What follows belongs to an exercise in optimizing a design on an open flow for small area, a short achievable clock period and few clock cycles per item; a production flow would make more cautious choices.

==> amber <==
Design gift128, start of the top module:
module gift128(input  wire clk,
               input  wire [127:0] P,
               input  wire [127:0] K,
               input  wire ld,
               output wire [127:0] C,
               output wire done);
==> module gift128, before the edit <==
module gift128(input  wire clk,
               input  wire [127:0] P,
               input  wire [127:0] K,
               input  wire ld,
               output wire [127:0] C,
               output wire done);
    localparam R = 3;     
    localparam M = 2;     
    reg  [127:0] state;
    reg  [127:0] roundkey;
    reg  [5:0]   rc;        
    reg          done_r;    
    function [127:0] key_update(input [127:0] w);
        begin
            key_update = {w[17:16], w[31:18], w[11:0], w[15:12], w[127:32]};
        end
    endfunction
    function [5:0] rc_update(input [5:0] c);
        begin
            rc_update = {c[4:0], ~(c[5] ^ c[4])};
        end
    endfunction
    wire [127:0] st [0:R];
    wire [127:0] kw [0:R];
    wire [5:0]   cw [0:R];
    wire [127:0] st_in [0:R-1];
    wire [127:0] kw_in [0:R-1];
    wire [5:0]   cw_in [0:R-1];
    assign st[0] = state;
    assign kw[0] = roundkey;
    assign cw[0] = rc;
    genvar j;
    generate
        for (j = 0; j < R; j = j + 1) begin : rnd
            if (j == M) begin : mx
                assign st_in[j] = st[j];    
                assign kw_in[j] = ld ? K : kw[j];
                assign cw_in[j] = ld ? 6'h01 : cw[j];
            end else begin : nomx
                assign st_in[j] = st[j];
                assign kw_in[j] = kw[j];
                assign cw_in[j] = cw[j];
            end
            if (j == M) begin : ldr
                gift_round_ld round (.x(st[j]), .p(P), .ld(ld), .k1(kw_in[j][31:0]),
                                     .k2(kw_in[j][95:64]), .c(cw_in[j]), .y(st[j+1]));
            end else begin : r
                gift_round round (.s(st_in[j]), .k1(kw_in[j][31:0]), .k2(kw_in[j][95:64]),
                                  .c(cw_in[j]), .y(st[j+1]));
            end
            assign kw[j+1] = key_update(kw_in[j]);
            assign cw[j+1] = rc_update(cw_in[j]);
        end
    endgenerate
    wire [5:0] rc_next = cw[R];
    always @(posedge clk) begin
        done_r   <= (rc_next == 6'h34);    
        state    <= st[R];
        roundkey <= kw[R];
        rc       <= rc_next;
    end
    assign C    = state;
    assign done = done_r;
endmodule
==> module gift_round, before the edit <==
module gift_round(input wire [127:0] s, input wire [31:0] k1, input wire [31:0] k2,
                  input wire [5:0] c, output wire [127:0] y);
    reg [31:0] s0, s1, s2, s3, t, p0, p1, p2, p3;
    integer b;
    always @(*) begin
        {s0, s1, s2, s3} = s;
        s1 = s1 ^ (s0 & s2);
        s0 = s0 ^ (s1 & s3);
        s2 = s2 ^ (s0 | s1);
        s3 = s3 ^ s2;
        s1 = s1 ^ s3;
        s3 = ~s3;
        s2 = s2 ^ (s0 & s1);
        t = s0; s0 = s3; s3 = t;
        for (b = 0; b < 8; b = b + 1) begin
            p0[b +  0] = s0[4*b+0]; p0[b + 24] = s0[4*b+1]; p0[b + 16] = s0[4*b+2]; p0[b +  8] = s0[4*b+3];
            p1[b +  8] = s1[4*b+0]; p1[b +  0] = s1[4*b+1]; p1[b + 24] = s1[4*b+2]; p1[b + 16] = s1[4*b+3];
            p2[b + 16] = s2[4*b+0]; p2[b +  8] = s2[4*b+1]; p2[b +  0] = s2[4*b+2]; p2[b + 24] = s2[4*b+3];
            p3[b + 24] = s3[4*b+0]; p3[b + 16] = s3[4*b+1]; p3[b +  8] = s3[4*b+2]; p3[b +  0] = s3[4*b+3];
        end
        p1 = p1 ^ k1;
        p2 = p2 ^ k2;
        p3 = p3 ^ {1'b1, 25'h0, c};
    end
    assign y = {p0, p1, p2, p3};
endmodule
==> module gift_round_ld, before the edit <==
module gift_round_ld(input wire [127:0] x, input wire [127:0] p, input wire ld,
                     input wire [31:0] k1, input wire [31:0] k2,
                     input wire [5:0] c, output wire [127:0] y);
    reg [31:0] s0, s1, s2, s3, t, p0, p1, p2, p3;
    integer b;
    always @(*) begin
        {s0, s1, s2, s3} = ld ? p : x;
        s1 = s1 ^ (s0 & s2);
        s0 = s0 ^ (s1 & s3);
        s2 = s2 ^ (s0 | s1);
        s3 = s3 ^ s2;
        s1 = s1 ^ s3;
        s3 = ~s3;
        s2 = s2 ^ (s0 & s1);
        t = s0; s0 = s3; s3 = t;
        for (b = 0; b < 8; b = b + 1) begin
            p0[b +  0] = s0[4*b+0]; p0[b + 24] = s0[4*b+1]; p0[b + 16] = s0[4*b+2]; p0[b +  8] = s0[4*b+3];
            p1[b +  8] = s1[4*b+0]; p1[b +  0] = s1[4*b+1]; p1[b + 24] = s1[4*b+2]; p1[b + 16] = s1[4*b+3];
            p2[b + 16] = s2[4*b+0]; p2[b +  8] = s2[4*b+1]; p2[b +  0] = s2[4*b+2]; p2[b + 24] = s2[4*b+3];
            p3[b + 24] = s3[4*b+0]; p3[b + 16] = s3[4*b+1]; p3[b +  8] = s3[4*b+2]; p3[b +  0] = s3[4*b+3];
        end
        p1 = p1 ^ k1;
        p2 = p2 ^ k2;
        p3 = p3 ^ {1'b1, 25'h0, c};
    end
    assign y = {p0, p1, p2, p3};
endmodule
==> flow/config.mk <==
export PLATFORM = sky130hd
export DESIGN_NAME = gift128
export DESIGN_NICKNAME = gift128
export VERILOG_FILES = /design/flow/design.v
export SDC_FILE = /design/flow/constraint.sdc
export NUM_CORES = 4
export LEC_CHECK = 0
export CAP_MARGIN = 20
export CORE_MARGIN = 2
export CORE_UTILIZATION = 55
export CTS_CLUSTER_DIAMETER = 120
export CTS_CLUSTER_SIZE = 24
export SLEW_MARGIN = 20
export SYNTH_HIERARCHICAL = 1
==> flow/constraint.sdc <==
create_clock -name core_clock -period 10.0 [get_ports {clk}]
set_input_delay 2.0000 -clock core_clock [delete_from_list [all_inputs] [get_ports {clk}]]
set_output_delay 2.0000 -clock core_clock [all_outputs]
set_load 0.01 [all_outputs]
standard.sh (not shown) runs the stock make flow with config.mk's settings and CLKGATE_MAP_FILE= SYNTH_SCRIPT=/design/flow/synth_recipe.tcl, a recipe that flattens the netlist after the stock synthesis.
==> flow/flow/run.sh <==
#!/bin/bash
# The standard ORFS layout, with 1x port buffers instead of the default
# (clkdlybuf4s50_1) and, if flow/margin.txt exists, timing repair aimed that
# many ns below the clock period (setup margin). The make output goes to
# flow_std.log here; ORFS's per-step logs are under orfs/logs.
set -euo pipefail
ARGS=("BUFFER_PORTS_ARGS=-buffer_cell sky130_fd_sc_hd__buf_1")
if [[ -f flow/margin.txt ]]; then ARGS+=("SETUP_SLACK_MARGIN=$(cat flow/margin.txt)"); fi
bash standard.sh "${ARGS[@]}" finish > flow_std.log 2>&1
==> flow/flow/margin.txt <==
6.8
==> zinc: changes against amber <==
==> flow/design.v (replaced) <==
module gift128(input  wire clk,
               input  wire [127:0] P,
               input  wire [127:0] K,
               input  wire ld,
               output wire [127:0] C,
               output wire done);
    localparam R = 2;     
    localparam M = 2;     
    reg  [127:0] state;
    reg  [127:0] roundkey;
    reg  [5:0]   rc;        
    reg          done_r;    
    function [127:0] sub_cells(input [127:0] s);
        reg [31:0] s0, s1, s2, s3;
        begin
            {s0, s1, s2, s3} = s;
            s1 = s1 ^ (s0 & s2);
            s0 = s0 ^ (s1 & s3);
            s2 = s2 ^ (s0 | s1);
            s3 = s3 ^ s2;
            s1 = s1 ^ s3;
            s3 = ~s3;
            s2 = s2 ^ (s0 & s1);
            sub_cells = {s3, s1, s2, s0};
        end
    endfunction
    function [127:0] perm_ark(input [127:0] s, input [127:0] w, input [5:0] c);
        reg [31:0] s0, s1, s2, s3, p0, p1, p2, p3;
        integer b;
        begin
            {s0, s1, s2, s3} = s;
            for (b = 0; b < 8; b = b + 1) begin
                p0[b +  0] = s0[4*b+0]; p0[b + 24] = s0[4*b+1]; p0[b + 16] = s0[4*b+2]; p0[b +  8] = s0[4*b+3];
                p1[b +  8] = s1[4*b+0]; p1[b +  0] = s1[4*b+1]; p1[b + 24] = s1[4*b+2]; p1[b + 16] = s1[4*b+3];
                p2[b + 16] = s2[4*b+0]; p2[b +  8] = s2[4*b+1]; p2[b +  0] = s2[4*b+2]; p2[b + 24] = s2[4*b+3];
                p3[b + 24] = s3[4*b+0]; p3[b + 16] = s3[4*b+1]; p3[b +  8] = s3[4*b+2]; p3[b +  0] = s3[4*b+3];
            end
            p2 = p2 ^ w[95:64];
            p1 = p1 ^ w[31:0];
            p3 = p3 ^ {1'b1, 25'h0, c};
            perm_ark = {p0, p1, p2, p3};
        end
    endfunction
    function [127:0] key_update(input [127:0] w);
        begin
            key_update = {w[17:16], w[31:18], w[11:0], w[15:12], w[127:32]};
        end
    endfunction
    function [5:0] rc_update(input [5:0] c);
        begin
            rc_update = {c[4:0], ~(c[5] ^ c[4])};
        end
    endfunction
    wire [127:0] st [0:R];
    wire [127:0] kw [0:R];
    wire [5:0]   cw [0:R];
    wire [127:0] st_in [0:R-1];
    wire [127:0] kw_in [0:R-1];
    wire [5:0]   cw_in [0:R-1];
    assign st[0] = state;
    assign kw[0] = roundkey;
    assign cw[0] = rc;
    genvar j;
    generate
        for (j = 0; j < R; j = j + 1) begin : rnd
            if (j == M) begin : mx
                assign st_in[j] = ld ? P : st[j];
                assign kw_in[j] = ld ? K : kw[j];
                assign cw_in[j] = ld ? 6'h01 : cw[j];
            end else begin : nomx
                assign st_in[j] = st[j];
                assign kw_in[j] = kw[j];
                assign cw_in[j] = cw[j];
            end
            assign st[j+1] = perm_ark(sub_cells(st_in[j]), kw_in[j], cw_in[j]);
            assign kw[j+1] = key_update(kw_in[j]);
            assign cw[j+1] = rc_update(cw_in[j]);
        end
    endgenerate
    wire [5:0] rc_next = ld ? 6'h01 : cw[R];
    always @(posedge clk) begin
        done_r <= (rc_next == 6'h34);    
        state    <= ld ? P : st[R];
        roundkey <= ld ? K : kw[R];
        rc       <= rc_next;
    end
    assign C    = state;
    assign done = done_r;
endmodule
- CORE_UTILIZATION: 55 -> 40
- CTS_CLUSTER_DIAMETER: 120 -> not set
- CTS_CLUSTER_SIZE: 24 -> not set
- SYNTH_HIERARCHICAL: 1 -> not set
removed: flow/flow/margin.txt
==> run summary <==
Outcome: amber finished clean; zinc finished clean
Routed WL: amber 76,600 microns; zinc 59,000 microns
Last weighted congestion value of the routability-driven placer: amber 0.947; zinc 0.883
Num rows: amber 71; zinc 73
Buffering overhead: amber 0.0949; zinc 0.0777
Number of antenna violations at the first check in global routing: amber 2; zinc 3
Transition at the pin with the smallest max-transition slack: amber 0.791 ns; zinc 1.06 ns
Routed length on met3: amber 5610 microns; zinc 4140 microns
Critical Path Slowest Stage Cell: amber a211oi_2; zinc buf_4
Sequential cell area: amber 5450 sq um; zinc 5270 sq um
Detailed route wirelength on metal2: amber 36,000 microns; zinc 27,500 microns
Sequential element share of the synthesized area: amber 0.254; zinc 0.326
Count of routing violations after the opening detailed-route iteration: amber 1,287; zinc 944
Hold Crit Endpoint: amber roundkey[12]$_DFF_P_; zinc roundkey[16]$_DFF_P_
Area post-placement: amber 22,900 sq um; zinc 18,100 sq um
Reg-to-reg critical path endpoint: amber state[18]$_DFF_P_; zinc state[32]$_DFF_P_
Unrepaired setup endpoints after global routing: amber yes; zinc no
Minimum hold slack: amber 0.523 ns; zinc 0.503 ns
Startpoint of the tightest hold check path: amber roundkey[108]$_DFF_P_; zinc roundkey[80]$_DFF_P_
Fraction of the mapped netlist area in compound gates: amber 0.124; zinc 0.168
Maximum number of pins on one net before global-route repair: amber 59; zinc 97
No functional check of the RTL was part of any run of this note.

==> static timing again, ports no longer ideal <==
The results above use ideal ports. As a check the final layouts listed here were re-extracted and re-timed, cells and wires unchanged.
Step 1 sets driving cells, clkbuf_16 on the clock port and buf_2 on the other inputs (assumed; they add their load-dependent delay and slew).
Step 2, shift: input delay + t, output delay - t, t = (earliest + latest rising clock arrival at the registers) / 2. This alone moves slack from input paths to output paths.
a / b / c = ideal / step 1 / step 2; a / b = the first two.
run | t, ns | slack for setup (ns) | hold slack, ns
amber | 0.569 | 6.799 / 6.705 / 6.137 | 0.523 / 0.523 / 0.523
zinc | 0.619 | 6.205 / 6.234 / 5.615 | 0.503 / 0.503 / 0.503
After both steps every run listed still meets setup and hold. The setup slack of amber, which loses most, moves by -0.094 ns with the drivers and by -0.662 ns with both steps.
